Background: an optimization exercise with open tools, aiming at small area. Do not read the settings as production practice. The RTL was checked by simulation tests, not by an equivalence proof against the original design. Power is estimated from default activity; no workload was simulated.

==> inputs of build 85 <==
==> flow/design.v (excerpt) <==
module tiny_gpu_core
#(
    parameter int NUM_THREADS = 4,  
    parameter int DATA_WIDTH = 16
) (
    input  wire logic                               clk,
    input  wire logic                               rst_n,
    input  wire logic [31:0]                        instr_in,   
    input  wire logic [NUM_THREADS*DATA_WIDTH-1:0]  mem_rdata,  
    output logic      [NUM_THREADS*DATA_WIDTH-1:0]  mem_addr,   
    output logic      [NUM_THREADS*DATA_WIDTH-1:0]  mem_wdata,  
    output logic      [NUM_THREADS-1:0]             mem_we,     
    output logic      [15:0]                        pc_out      
);
==> module tgc_wsel16, before the edit <==
module tgc_wsel16 (
    input  wire logic [15:0] q,
    input  wire logic [15:0] wd,
    input  wire logic        we,
    input  wire logic        nwe,
    output logic      [15:0] d
);
    assign d = (q & {16{nwe}}) | (wd & {16{we}});
endmodule
Settings: LEC_CHECK=0, CAP_MARGIN=20, CORE_MARGIN=2, CORE_UTILIZATION=60, CTS_BUF_LIST=sky130_fd_sc_hd__clkbuf_8, CTS_CLUSTER_DIAMETER=50, CTS_CLUSTER_SIZE=20, SETUP_SLACK_MARGIN=0.2, SLEW_MARGIN=20, SYNTH_HIERARCHICAL=1; clock period 7.0 ns.
run.sh (not shown) runs the stock make flow with config.mk's settings and CLKGATE_MAP_FILE= SYNTH_SCRIPT=/design/flow/synth_recipe.tcl, a recipe that flattens the netlist after the stock synthesis.
==> build 4 (differences from build 85) <==
==> flow/design.v (replaced) <==
package gpu_isa_pkg;
    typedef enum logic [3:0] {
        NOP   = 4'b0000,
        ADD   = 4'b0001,  
        SUB   = 4'b0010,  
        MOV   = 4'b0011,  
        LDR   = 4'b0100,  
        STR   = 4'b0101,  
        BEQ   = 4'b0110,  
        JMP   = 4'b0111   
    } opcode_t;
    typedef struct packed {
        opcode_t        opcode;
        logic [3:0]     rd;
        logic [3:0]     rs1;
        logic [3:0]     rs2;
        logic [15:0]    imm;  
    } instruction_t;
endpackage
`default_nettype none
import gpu_isa_pkg::*;
module tgc_wsel16 (
    input  wire logic [15:0] q,
    input  wire logic [15:0] wd,
    input  wire logic        we,
    input  wire logic        nwe,
    output logic      [15:0] d
);
    assign d = (q & {16{nwe}}) | (wd & {16{we}});
endmodule
module tgc_rmux16 (
    input  wire logic [255:0] data,
    input  wire logic [15:0]  sel,
    output logic      [15:0]  y
);
    always_comb begin
        y = '0;
        for (int r = 0; r < 16; r++) y = y | (data[r*16 +: 16] & {16{sel[r]}});
    end
endmodule
module tiny_gpu_core
#(
    parameter int NUM_THREADS = 4,  
    parameter int DATA_WIDTH = 16
) (
    input  wire logic                               clk,
    input  wire logic                               rst_n,
    input  wire logic [31:0]                        instr_in,   
    input  wire logic [NUM_THREADS*DATA_WIDTH-1:0]  mem_rdata,  
    output logic      [NUM_THREADS*DATA_WIDTH-1:0]  mem_addr,   
    output logic      [NUM_THREADS*DATA_WIDTH-1:0]  mem_wdata,  
    output logic      [NUM_THREADS-1:0]             mem_we,     
    output logic      [15:0]                        pc_out      
);
    gpu_isa_pkg::instruction_t instr;
    assign instr = instr_in;
    wire op_add = (instr.opcode == ADD);
    wire op_sub = (instr.opcode == SUB);
    wire op_mov = (instr.opcode == MOV);
    wire op_ldr = (instr.opcode == LDR);
    wire op_str = (instr.opcode == STR);
    wire op_beq = (instr.opcode == BEQ);
    wire op_jmp = (instr.opcode == JMP);
    wire op_wr  = op_add | op_sub | op_mov | op_ldr;
    wire op_mem = op_ldr | op_str;
    logic [DATA_WIDTH-1:0] rf_data [NUM_THREADS][16];
    logic [15:0]           rf_valid [NUM_THREADS];
    logic [NUM_THREADS-1:0] exec_mask;
    logic [15:0] pc;
    logic [15:0] rd_onehot, rs1_onehot, rs2_onehot;
    always_comb begin
        rd_onehot = '0;
        rd_onehot[instr.rd] = 1'b1;
        rs1_onehot = '0;
        rs1_onehot[instr.rs1] = 1'b1;
        rs2_onehot = '0;
        rs2_onehot[instr.rs2] = 1'b1;
    end
    for (genvar t = 0; t < NUM_THREADS; t++) begin : g_thr
        logic [DATA_WIDTH-1:0] a, b, wd, sum;
        logic [255:0] rf_flat;
        wire we = exec_mask[t] & op_wr;
        wire [15:0] wr = rd_onehot & {16{we}};
        for (genvar r = 0; r < 16; r++) begin : g_flat
            assign rf_flat[r*16 +: 16] = rf_data[t][r];
        end
        tgc_rmux16 u_rda (.data(rf_flat), .sel(rs1_onehot & rf_valid[t]), .y(a));
        tgc_rmux16 u_rdb (.data(rf_flat), .sel(rs2_onehot & rf_valid[t]), .y(b));
        assign sum = a + (b ^ {DATA_WIDTH{op_sub}}) + {15'd0, op_sub};
        always_comb begin
            if (op_mov)      wd = instr.imm;
            else if (op_ldr) wd = mem_rdata[t*DATA_WIDTH +: DATA_WIDTH];
            else             wd = sum;
        end
        for (genvar r = 0; r < 16; r++) begin : g_reg
            logic [DATA_WIDTH-1:0] d;
            tgc_wsel16 u_ws (.q(rf_data[t][r]), .wd(wd), .we(wr[r]), .nwe(~wr[r]), .d(d));
            always_ff @(posedge clk) rf_data[t][r] <= d;
        end
        logic [DATA_WIDTH-1:0] addr_d, wdata_d;
        wire addr_en  = exec_mask[t] & op_mem;
        wire wdata_en = exec_mask[t] & op_str;
        tgc_wsel16 u_wa (.q(mem_addr[t*DATA_WIDTH +: DATA_WIDTH]), .wd(a), .we(addr_en), .nwe(~addr_en), .d(addr_d));
        tgc_wsel16 u_ww (.q(mem_wdata[t*DATA_WIDTH +: DATA_WIDTH]), .wd(b), .we(wdata_en), .nwe(~wdata_en), .d(wdata_d));
        always_ff @(posedge clk or negedge rst_n) begin
            if (!rst_n) begin
                rf_valid[t] <= '0;
                exec_mask[t] <= 1'b1;
                mem_we[t] <= 1'b0;
                mem_addr[t*DATA_WIDTH +: DATA_WIDTH]  <= '0;
                mem_wdata[t*DATA_WIDTH +: DATA_WIDTH] <= '0;
            end else begin
                rf_valid[t] <= rf_valid[t] | wr;
                mem_we[t] <= wdata_en;
                mem_addr[t*DATA_WIDTH +: DATA_WIDTH]  <= addr_d;
                mem_wdata[t*DATA_WIDTH +: DATA_WIDTH] <= wdata_d;
                if (op_jmp) exec_mask[t] <= 1'b1;
                else if (op_beq & (a != b)) exec_mask[t] <= 1'b0;
            end
        end
    end
    always_ff @(posedge clk or negedge rst_n) begin
        if (!rst_n) pc <= '0;
        else if (op_beq | op_jmp) pc <= instr.imm;
        else pc <= pc + 16'd1;
    end
    assign pc_out = pc;
endmodule
- CORE_UTILIZATION: 60 -> 35
- CTS_BUF_LIST: sky130_fd_sc_hd__clkbuf_8 -> unset
- CTS_CLUSTER_DIAMETER: 50 -> unset
- CTS_CLUSTER_SIZE: 20 -> unset
==> trial 64 (differences from build 85) <==
--- a/flow/design.v
+++ b/flow/design.v
@@ -17,18 +17,29 @@
         logic [15:0]    imm;  
     } instruction_t;
 endpackage
 `default_nettype none
 import gpu_isa_pkg::*;
+module tgc_wsel (
+    input  wire logic q,
+    input  wire logic wd,
+    input  wire logic we,
+    input  wire logic nwe,
+    output logic      d
+);
+    assign d = (q & nwe) | (wd & we);
+endmodule
 module tgc_wsel16 (
     input  wire logic [15:0] q,
     input  wire logic [15:0] wd,
     input  wire logic        we,
     input  wire logic        nwe,
     output logic      [15:0] d
 );
-    assign d = (q & {16{nwe}}) | (wd & {16{we}});
+    for (genvar i = 0; i < 16; i++) begin : g_bit
+        tgc_wsel u_s (.q(q[i]), .wd(wd[i]), .we(we), .nwe(nwe), .d(d[i]));
+    end
 endmodule
 module tgc_ao222n (
     input  wire logic [2:0] d,
     input  wire logic [2:0] s,
     output logic            y_n
==> results by group <==
Outcome
  • Status: timing/DRC/antenna clean

Pwr
  • Logic pwr share: 10.3%
  • Clock power frac: 35.3%

STA
  • PnR worst setup slack: roughly 0.63 ns

Detailed routing
  • DR WL met3: 33700 um

Floorplan
  • Standard-cell rows: between 100 and 150

Place
  • Dpl ws: 0.0859 ns

Global routing
  • Largest net degree at the start of global routing: 156

Yosys
  • Mux share of post-synthesis cell area: less than 1%
  • Cells after Synth: 4506

Critical path
  • WP depth: 16

CTS
  • Root buffer cell: clkbuf_8
[end of results for trial 64]
==> results by group <==
Critical path
  • WP depth: 23

CTS
  • Root buffer cell: clkbuf_16

Place
  • Dpl ws: -0.294 ns

Yosys
  • Cells after Synth: 5369
  • Mux share of post-synthesis cell area: 0.153%

STA
  • PnR worst setup slack: slightly below 0.3 ns

Outcome
  • Status: timing/DRC/antenna clean

Pwr
  • Clock power frac: between 30% and 40%
  • Logic pwr share: 20.8%

Detailed routing
  • DR WL met3: between 20000 and 25000 um
[end of results for build 4]
==> results by group <==
Pwr
  • Clock power frac: 35.8%
  • Logic pwr share: between 10% and 20%

CTS
  • Root buffer cell: clkbuf_8

Floorplan
  • Standard-cell rows: 111

STA
  • PnR worst setup slack: approximately 0.58 ns

Yosys
  • Mux share of post-synthesis cell area: less than 1%
  • Avg Cell Area, Syn: 11.7 sq um

Detailed routing
  • DR WL met3: 28800 um

Global routing
  • Largest net degree at the start of global routing: 120

Outcome
  • Status: timing/DRC/antenna clean

Critical path
  • WP depth: 18
[end of results for build 85]

port drivers added, routing unchanged:
The results above use ideal ports. As a check the final layouts listed here were re-extracted and re-timed, cells and wires unchanged.
Step 1 assumes that a clkbuf_16 drives the clock port and a buf_2 every other input.
Step 2 adds t to the input delays and takes it off the output delays; t is the mean of the earliest and latest rising clock arrival at the registers after step 1. Input paths then give back, and output paths get back, about the clock's delay inside the block.
Slacks: no drivers / after step 1 / after step 2; pairs: no drivers / after step 1.
| run | shift t [ns] | setup WS [ns] | worst setup path at the end | slew at the worst register clock pin (ns) |
|---|---|---|---|---|
| build 85 | 0.924 | 0.575 / 0.624 / -0.300 | input to register | 0.12 / 0.12 |
| build 4 | 0.869 | 0.296 / 0.359 / -0.510 | input to register | 0.07 / 0.07 |
| trial 64 | 0.917 | 0.632 / 0.679 / -0.238 | input to register | 0.12 / 0.12 |
Met with ideal ports but missed after step 2: setup timing in every run listed. For build 85, which loses most, drivers alone change the setup slack by +0.049 ns; drivers and shift together by -0.875 ns.
